From an optimization exercise on the open Yosys and OpenROAD flow, aimed at small area, a short achievable clock period and few clock cycles per item; shortcuts taken in it are not production practice.
Function was checked by simulation only, so behaviour that the tests miss may differ from the original.

File: flow/config.mk
export PLATFORM = sky130hd
export DESIGN_NAME = tmp_fir
export DESIGN_NICKNAME = tmp_fir
export VERILOG_FILES = /design/flow/design.v
export SDC_FILE = /design/flow/constraint.sdc
export NUM_CORES = 4
export LEC_CHECK = 0
export CAP_MARGIN = 20
export CORE_MARGIN = 2
export CORE_UTILIZATION = 40
export SLEW_MARGIN = 20
File: flow/constraint.sdc
create_clock -name core_clock -period 20.0 [get_ports {CLK}]
set_input_delay 4.0000 -clock core_clock [delete_from_list [all_inputs] [get_ports {CLK}]]
set_output_delay 4.0000 -clock core_clock [all_outputs]
set_load 0.01 [all_outputs]
File: flow/design.v
`timescale 1ns / 1ps
module fp_mult #(parameter WI1 = 4, WF1 = 16, WI2 = 4, WF2 = 16, WIO = WI1+WI2, WFO = WF1+WF2)
                    (input signed [WI1+WF1-1:0] in1,
                     input signed [WI2+WF2-1:0] in2,
                     output reg signed [WIO+WFO-1:0] out
                    );
    localparam integer signed SHIFT = (WF1+WF2)-WFO;
    wire signed [WI1+WF1 + WI2+WF2 -1:0] product = in1*in2;
    always @* begin
        if(SHIFT > 0) out = product >>> SHIFT;
        else if (SHIFT < 0) out = product <<< (-SHIFT);
        else out = product;
    end
endmodule
`timescale 1ns / 1ps
module fp_adder #(parameter WI1 = 4, WF1 = 16, WI2 = 4, WF2 = 16, 
                     WIO = ((WI1 > WI2) ? WI1 : WI2) + 1, 
                     WFO = ((WF1 > WF2) ? WF1 : WF2))
                    (input signed[WI1+WF1-1:0] in1,
                     input signed[WI2+WF2-1:0] in2,
                     output reg signed [WIO+WFO-1:0] out,
                     output reg OVF
                    );
    localparam i_max = (WI1 > WI2) ? WI1 : WI2;
    localparam f_max = (WF1 > WF2) ? WF1 : WF2;
    reg signed [i_max+f_max:0] in1_ext;
    reg signed [i_max+f_max:0] in2_ext;
    always @* begin
        if(WI1 > WI2 && WF1 > WF2) begin
            in1_ext = in1;
            in2_ext = {{(WI1-WI2){in2[WI2+WF2-1]}}, in2, {(WF1-WF2){1'b0}}};
        end
        else if(WI1 < WI2 && WF1 < WF2) begin
            in1_ext = {{(WI2-WI1){in1[WI1+WF1-1]}}, in1, {(WF2-WF1){1'b0}}};
            in2_ext = in2;
        end
         else if(WI1 > WI2 && WF1 < WF2) begin
            in1_ext = {in1, {(WF2-WF1){1'b0}}};
            in2_ext = {{(WI1-WI2){in2[WI2+WF2-1]}}, in2};
        end
         else if(WI1 < WI2 && WF1 > WF2) begin
            in1_ext = {{(WI2-WI1){in1[WI1+WF1-1]}}, in1};
            in2_ext = {in2, {(WF1-WF2){1'b0}}};
        end
        else if(WI1 > WI2 && WF1 == WF2) begin
            in1_ext = in1;
            in2_ext = {{(WI1-WI2){in2[WI2+WF2-1]}}, in2};
        end
        else if(WI1 < WI2 && WF1 == WF2) begin
            in1_ext = {{(WI2-WI1){in1[WI1+WF1-1]}}, in1};
            in2_ext = in2;
        end
        else if(WF1 > WF2 && WI1 == WI2) begin
            in1_ext = in1;
            in2_ext = {in2, {(WF1-WF2){1'b0}}};
        end
        else if(WF1 < WF2 && WI1 == WI2) begin
            in1_ext = {in1, {(WF2-WF1){1'b0}}};
            in2_ext = in2;
        end
        else if(WI1 == WI2 && WF1 == WF2) begin
            in1_ext = in1;
            in2_ext = in2;
        end
        out = in1_ext + in2_ext;
        OVF = ((in1_ext[i_max+f_max-1]) == (in2_ext[i_max+f_max-1])) 
            && (out[i_max+f_max-1] != (in1_ext[i_max+f_max-1]));   
    end               
endmodule
`timescale 1ns / 1ps
module register #(parameter WI = 2, WF = 10)
                   (input CLK, RST,
                    input signed [WI+WF-1:0] din,
                    output reg signed [WI+WF-1:0] q
    );
    always @(posedge CLK) begin
        if(RST) q <= 0;
        else    q <= din;
    end
endmodule
`timescale 1ns / 1ps
module coeff_ROM #(parameter N = 64, M = 16, WIC = 1, WFC = 15)
                  (output signed [N*(WIC+WFC)-1:0] coeffs_full
    );
    reg signed [WIC+WFC-1:0] coeffs [0:N-1];
    initial $readmemh("HW6_BPF.hex", coeffs);
    genvar i;
    generate
        for(i = 0; i < N; i = i + 1) begin
            assign coeffs_full[(i+1)*(WIC+WFC)-1:i*(WIC+WFC)] = coeffs[i];
        end
    endgenerate
endmodule
`timescale 1ns / 1ps
module tmp_fir #(parameter N = 64, M = 16, CYCLE_NUM = N/M, CW = $clog2(CYCLE_NUM),
                parameter WII = 2, WFI = 10, WIO = WII, WFO = WFI, INT_WI = 2, INT_WF = 30, WI_COEFF = 1, WF_COEFF = 15)
               (input signed [WII+WFI-1:0] x,
                input CLK, RST, in_valid,
                output in_ready,
                output reg signed [WIO+WFO-1:0] y,
                output reg out_valid
                );
    localparam IDLE = 2'b00, ACCUM = 2'b01, DONE = 2'b10;
    reg [1:0] state;
    reg shift_en;
    reg [CW:0] cyc;            
    reg signed [WII+WFI-1:0] x_hold;
    wire signed [WII+WFI-1:0] x_d [0:N-2];
    reg signed [INT_WI+INT_WF-1:0] accum;
    wire signed [WI_COEFF+WF_COEFF-1:0] coeff [0:N-1];
    wire signed [N*(WI_COEFF+WF_COEFF)-1:0] coeffs_full;
    wire signed [INT_WI+INT_WF-1:0] add [0:M-1];
    wire signed [INT_WI+INT_WF-1:0] mult [0:M-1];
    genvar i, j, z;
    coeff_ROM #(.N(N)) U111111 (.coeffs_full(coeffs_full));
    generate
        for(z = 0; z < N; z = z + 1) begin
            assign coeff[z] = coeffs_full[(z+1)*(WI_COEFF+WF_COEFF)-1:z*(WI_COEFF+WF_COEFF)];
        end
    endgenerate
    generate
        for(i = 0; i < N-1; i = i + 1) begin
            if(i == 0) register U000 (.CLK(CLK), .RST(RST), .din(shift_en ? x_hold : x_d[i]), .q(x_d[i]));
            else register U001 (.CLK(CLK), .RST(RST), .din(shift_en ? x_d[i-1] : x_d[i]), .q(x_d[i]));
        end
    endgenerate
    generate
        for(i = 0; i < M; i = i + 1) begin
            if(i == 0) fp_mult #(.WI1(WI_COEFF), .WF1(WF_COEFF), .WI2(WII), .WF2(WFI), .WIO(INT_WI), .WFO(INT_WF)) 
                      U010(.in1(coeff[(cyc == 0) ? i : M*cyc]), .in2(cyc == 0 ? x_hold : x_d[(M*cyc)-1]), .out(mult[i]));
            else fp_mult #(.WI1(WI_COEFF), .WF1(WF_COEFF), .WI2(WII), .WF2(WFI), .WIO(INT_WI), .WFO(INT_WF)) 
                      U011(.in1(coeff[(cyc == 0) ? i : (M*cyc)+i]), .in2(cyc == 0 ? x_d[i-1] : x_d[((M*cyc)-1)+i]), .out(mult[i]));
        end
    endgenerate
    generate
        for(i = 0; i < M; i = i + 1) begin
            if(i == 0) fp_adder #(.WI1(INT_WI), .WF1(INT_WF), .WI2(INT_WI), .WF2(INT_WF), .WIO(INT_WI), .WFO(INT_WF)) 
                       U100(.in1(mult[i]), .in2(0), .out(add[i]), .OVF());
            else fp_adder #(.WI1(INT_WI), .WF1(INT_WF), .WI2(INT_WI), .WF2(INT_WF), .WIO(INT_WI), .WFO(INT_WF)) 
                       U101(.in1(mult[i]), .in2(add[i-1]), .out(add[i]), .OVF());
        end
    endgenerate
    always @(posedge CLK) begin
        if(RST) begin
            state <= IDLE;
            cyc <= 0;
            out_valid <= 0;
            accum <= 0;
            shift_en <= 0;
            y <= 0;
        end
        else begin
            case(state)
                IDLE: begin
                    cyc <= 0;
                    out_valid <= 0;
                    shift_en <= 0;
                    if(in_valid) begin
                        state <= ACCUM;
                        x_hold <= x;
                        accum <= 0;
                    end
                end
                ACCUM: begin
                    shift_en <= 0;
                            accum <= accum + add[M-1];
                    if(cyc < CYCLE_NUM-1) begin
                        cyc <= cyc + 1;
                    end
                    else begin
                        cyc <= 0;
                        state <= DONE;
                    end
                end
                DONE: begin
                    y <= accum >>> (INT_WF - WFO);
                    shift_en <= 1;
                            out_valid <= 1;
                    state <= IDLE;
                end
                default: state <= IDLE;
            endcase
        end
    end
    assign in_ready = (state == IDLE);
endmodule
File: flow/HW6_BPF.hex
FFD4
FFCB
FFC1
FFB7
FFB0
FFAF
FFB4
FFC3
FFDA
FFF5
000C
0017
0009
FFD9
FF80
FEFE
FE5A
FDA4
FCF4
FC6B
FC27
FC49
FCE7
FE0D
FFB7
01D0
0434
06B1
090F
0B14
0C8D
0D54
0D54
0C8D
0B14
090F
06B1
0434
01D0
FFB7
FE0D
FCE7
FC49
FC27
FC6B
FCF4
FDA4
FE5A
FEFE
FF80
FFD9
0009
0017
000C
FFF5
FFDA
FFC3
FFB4
FFAF
FFB0
FFB7
FFC1
FFCB
FFD4
File: flow/run.sh
#!/bin/bash
# synth_recipe.tcl (not shown) runs the flow's synth.tcl, then flattens the netlist and writes it again
# the make line also repeats each setting of config.mk as NAME=value (left out here)
make -C /OpenROAD-flow-scripts/flow DESIGN_CONFIG=/design/flow/config.mk WORK_HOME=/design/flow/orfs CLKGATE_MAP_FILE= SYNTH_SCRIPT=/design/flow/synth_recipe.tcl finish
==> impl_results.md <==
- Startpoint Class: flop
- Filler cells: 31938
- Worst R2R End: accum[31]
- Total CTS buffers: 85
- Die area: 328000 um^2
- Tcrit/Tclk final: 0.851
- Gr ovfl total: 0
- Vias/cell: 5.15
- Setup tns final: 0 ps
- Yosys warning total: 5
- Synthesized flop and latch total: 814
- Least-Margin Pin Slew: 1240 ps
- Met1 Usage GRT: 0.352
- Pre-antenna DRT Iters: 8
- CTS Sinks: approximately 810
- Met2 usage: 0.441
- Ys async rst share: 0
- Wirelength, routed: 442000 um
- Minimum clock period: 17030 ps
- Vias in the first global route: 96663
- Sequential-to-total area share from yosys stat: 0.127
- Post-CTS Resized: 0
- Headroom to the max-slew limit: 0.164
- Final max-slew violation count: 0
- Worst setup EP type: flop
- TritonCTS clock tree: yes
- GR Layer Usage met3: 0.0482
- Share of cells above drive strength 1: 0.0357
- Rows: roughly 210
- Skew final: 68.7 ps
- Nets: 17169
- Final Instance Area: roughly 140000 um^2
- Placed cells: 17757
- Top-area cell type share of the netlist area: 0.408
- Hold worst-path end: y[9]
- Crit path required time: 20590 ps
- Largest net degree at the start of global routing: 148
- DRC: 0
- Most used cell along the critical path: fa_1
- Die W: 573 um
- Post-synth EDFFs: 12
- Worst hold stages: 2
- Critical Path Fanout Max: about 130
- Setup bufs post-CTS: 0
- Area leader, netlist: fa_1
- Placed Area: ~140000 um^2
- Ys flop type: dfxtp_1
- DR iter-0 viols: around 7700
- Worst reg2reg path startpoint: cyc[0]
- Hold Path Origin: y[9]
- Cell Count, Final, Fillers Out: 17923
- GRT busiest layer: met2
- Status: finished clean
- Cell family with most CP delay: adder cells
- First-pass GRT wire length: around 660000 um
- Bufs and invs on worst path: 6
- Hold_buf cts: 0
- Max Freq: 58.7 MHz
- Max incr delay on CP: roughly 940 ps
- Mapped Cells: ~14000
- Synthesis-to-finish area growth: 6.64%
- Mapped cell area: 129000 um^2
- GRT Overall Usage: 0.273
- Yosys cell types: 81
- Clock latency (worst-skew pair): about 700 ps
- Antenna viol nets, final: 0
- Critical path class: flop to flop
- Longest Clk Path Bufs: 3
- CP arrival: 17610 ps
- Slowest cell on crit path: or4_4
- Synth area leaders: fa_1 41%, dfxtp_1 12%, inv_1 10%
- Routed len/inst: 24.7 um
- IO Port Bufs: 28
- Final setup fails: 0
- Most common cell after layout, fill and taps aside: inv_1
- Max-cap violations: 0
- CTS root buf: clkbuf_16
- Multi-input logic area: 98400 um^2
- DP HPWL: 376000 um
- Antenna violations before repair: 17
- H-tree depth: 3
- Final hold violations: 0
- Chip height: 573 um
- CORE AREA: 322000 um^2
- Hold crit path type: flop to flop
- R2R Setup Slk: 2970 ps
- RSZ-0062 raised after global routing: no
- IO Count: 29
- Mean Syn Cell Area: between 9 and 10 um^2
- Vias: 92245
- Final GP Congestion: between 1 and 1.5
- Most frequent cells in the layout: 3561 x inv_1, 2636 x fa_1, 1246 x nor2_1
- Storage element area: 16400 um^2
- Clock transition at path regs: 80 ps
- Starting Density: 0.403
- Reg2reg path depth: 50
[final cells by class]
type,instances,share of cell area
clock buffers,110,0.0170
repair buffers,182,0.0109
flip-flops and latches,814,0.119
diodes,8,0.000145
clock inverters,48,0.00445
inverters,3563,0.0969
well taps,4305,0.0390
multi-input cells,8893,0.713
[sequential cells by signal, summed over array words and instances (netlist names)]
name                    count
genblk2.genblk1.U001.q    744
shift_en                    1
cyc                         3
accum                      27
state                       2
x_hold                     12
y                          12
genblk2.genblk1.U000.q     12
out_valid                   1
[per-stage QoR]
step	utilization	hold WS (ps)	setup WS (ps)
after detailed placement	0.420	446	3410
after floorplan	-	432	5150
final	0.429	452	2970
after global placement	0.420	445	3300
after global routing	0.429	473	2460
after CTS	0.429	453	3380
[tightest hold or removal path: stages (launching register included)]
cell and delay (ps):
dfxtp_1 300, nand2_1 50, a21oi_1 50
[cells in the mapped netlist, drive strengths merged (10+ instances only)]
cell type	count
buf	90
edfxtp	12
dfxtp	802
and2	176
a21oi	338
or2	107
o31ai	14
fa	2636
nand4	10
a21o	166
a222oi	96
mux2i	762
and3	23
nand2b	302
o41ai	10
xor2	101
o21bai	85
nand3	72
nand2	588
a31oi	97
xnor2	292
o21a	39
nor3	39
clkbuf	370
a211oi	16
nor4	13
ha	979
nor2	1252
a22o	52
a31o	10
or3	15
inv	3563
nor2b	115
a22oi	232
o21ai	112
[how the worst max path moves through the flow]
stage               slack [ps]  cells past startpoint        end  startpoint
floorplan                 5150                     58  accum[31]      cyc[1]
global placement          3300                     50  accum[31]      cyc[0]
detailed placement        3410                     50  accum[31]      cyc[0]
CTS                       3380                     50  accum[31]      cyc[0]
global route              2460                     50  accum[31]      cyc[0]
finish                    2970                     50  accum[31]      cyc[0]
[cell families (layout without fill, tap and decap cells)]
group	count (synthesis)	in the layout	share of synthesized area
buf+inv	4023	3903	0.117
flops	814	814	0.127
fa+ha+maj	3615	3615	0.502
mux	762	762	0.0589
other cells	2	54	0.0000580
xor+xnor	397	397	0.0275
compound gates	1343	1343	0.0724
simple gates	2730	2730	0.0956
[routing by layer]
layer | up-vias | part of all wire | routed length (um)
li1 | 41223 | - | -
met1 | 47390 | 0.40 | 177000
met2 | 2995 | 0.46 | 205000
met3 | 629 | 0.074 | 33000
met4 | 8 | 0.062 | 27500
met5 | - | 0.00012 | 52
Testbench counts, summed over its fixed seeds: cycles 19,200, items 3,200.

==> afterwards: timing with drivers on the ports <==
No port has a modelled driver above. Below, the same layout with a new extraction and two added sets of constraints.
Step 1 assumes that a clkbuf_16 drives the clock port and a buf_2 every other input.
Step 2 adds t to the input delays and takes it off the output delays; t is the mean of the earliest and latest rising clock arrival at the registers after step 1. Input paths then give back, and output paths get back, about the clock's delay inside the block.
Slacks: no drivers / after step 1 / after step 2; pairs: no drivers / after step 1.
t (ns): 0.777
setup WS [ns]: 2.974 / 2.974 / 2.974
worst hold slack (ns): 0.452 / 0.452 / 0.452
worst setup path after step 2: register to register
slew at the worst register clock pin (ns): 0.08 / 0.08
After both steps this run still meets setup and hold. The setup slack of this run moves by 0.000 ns with the drivers and by 0.000 ns with both steps.
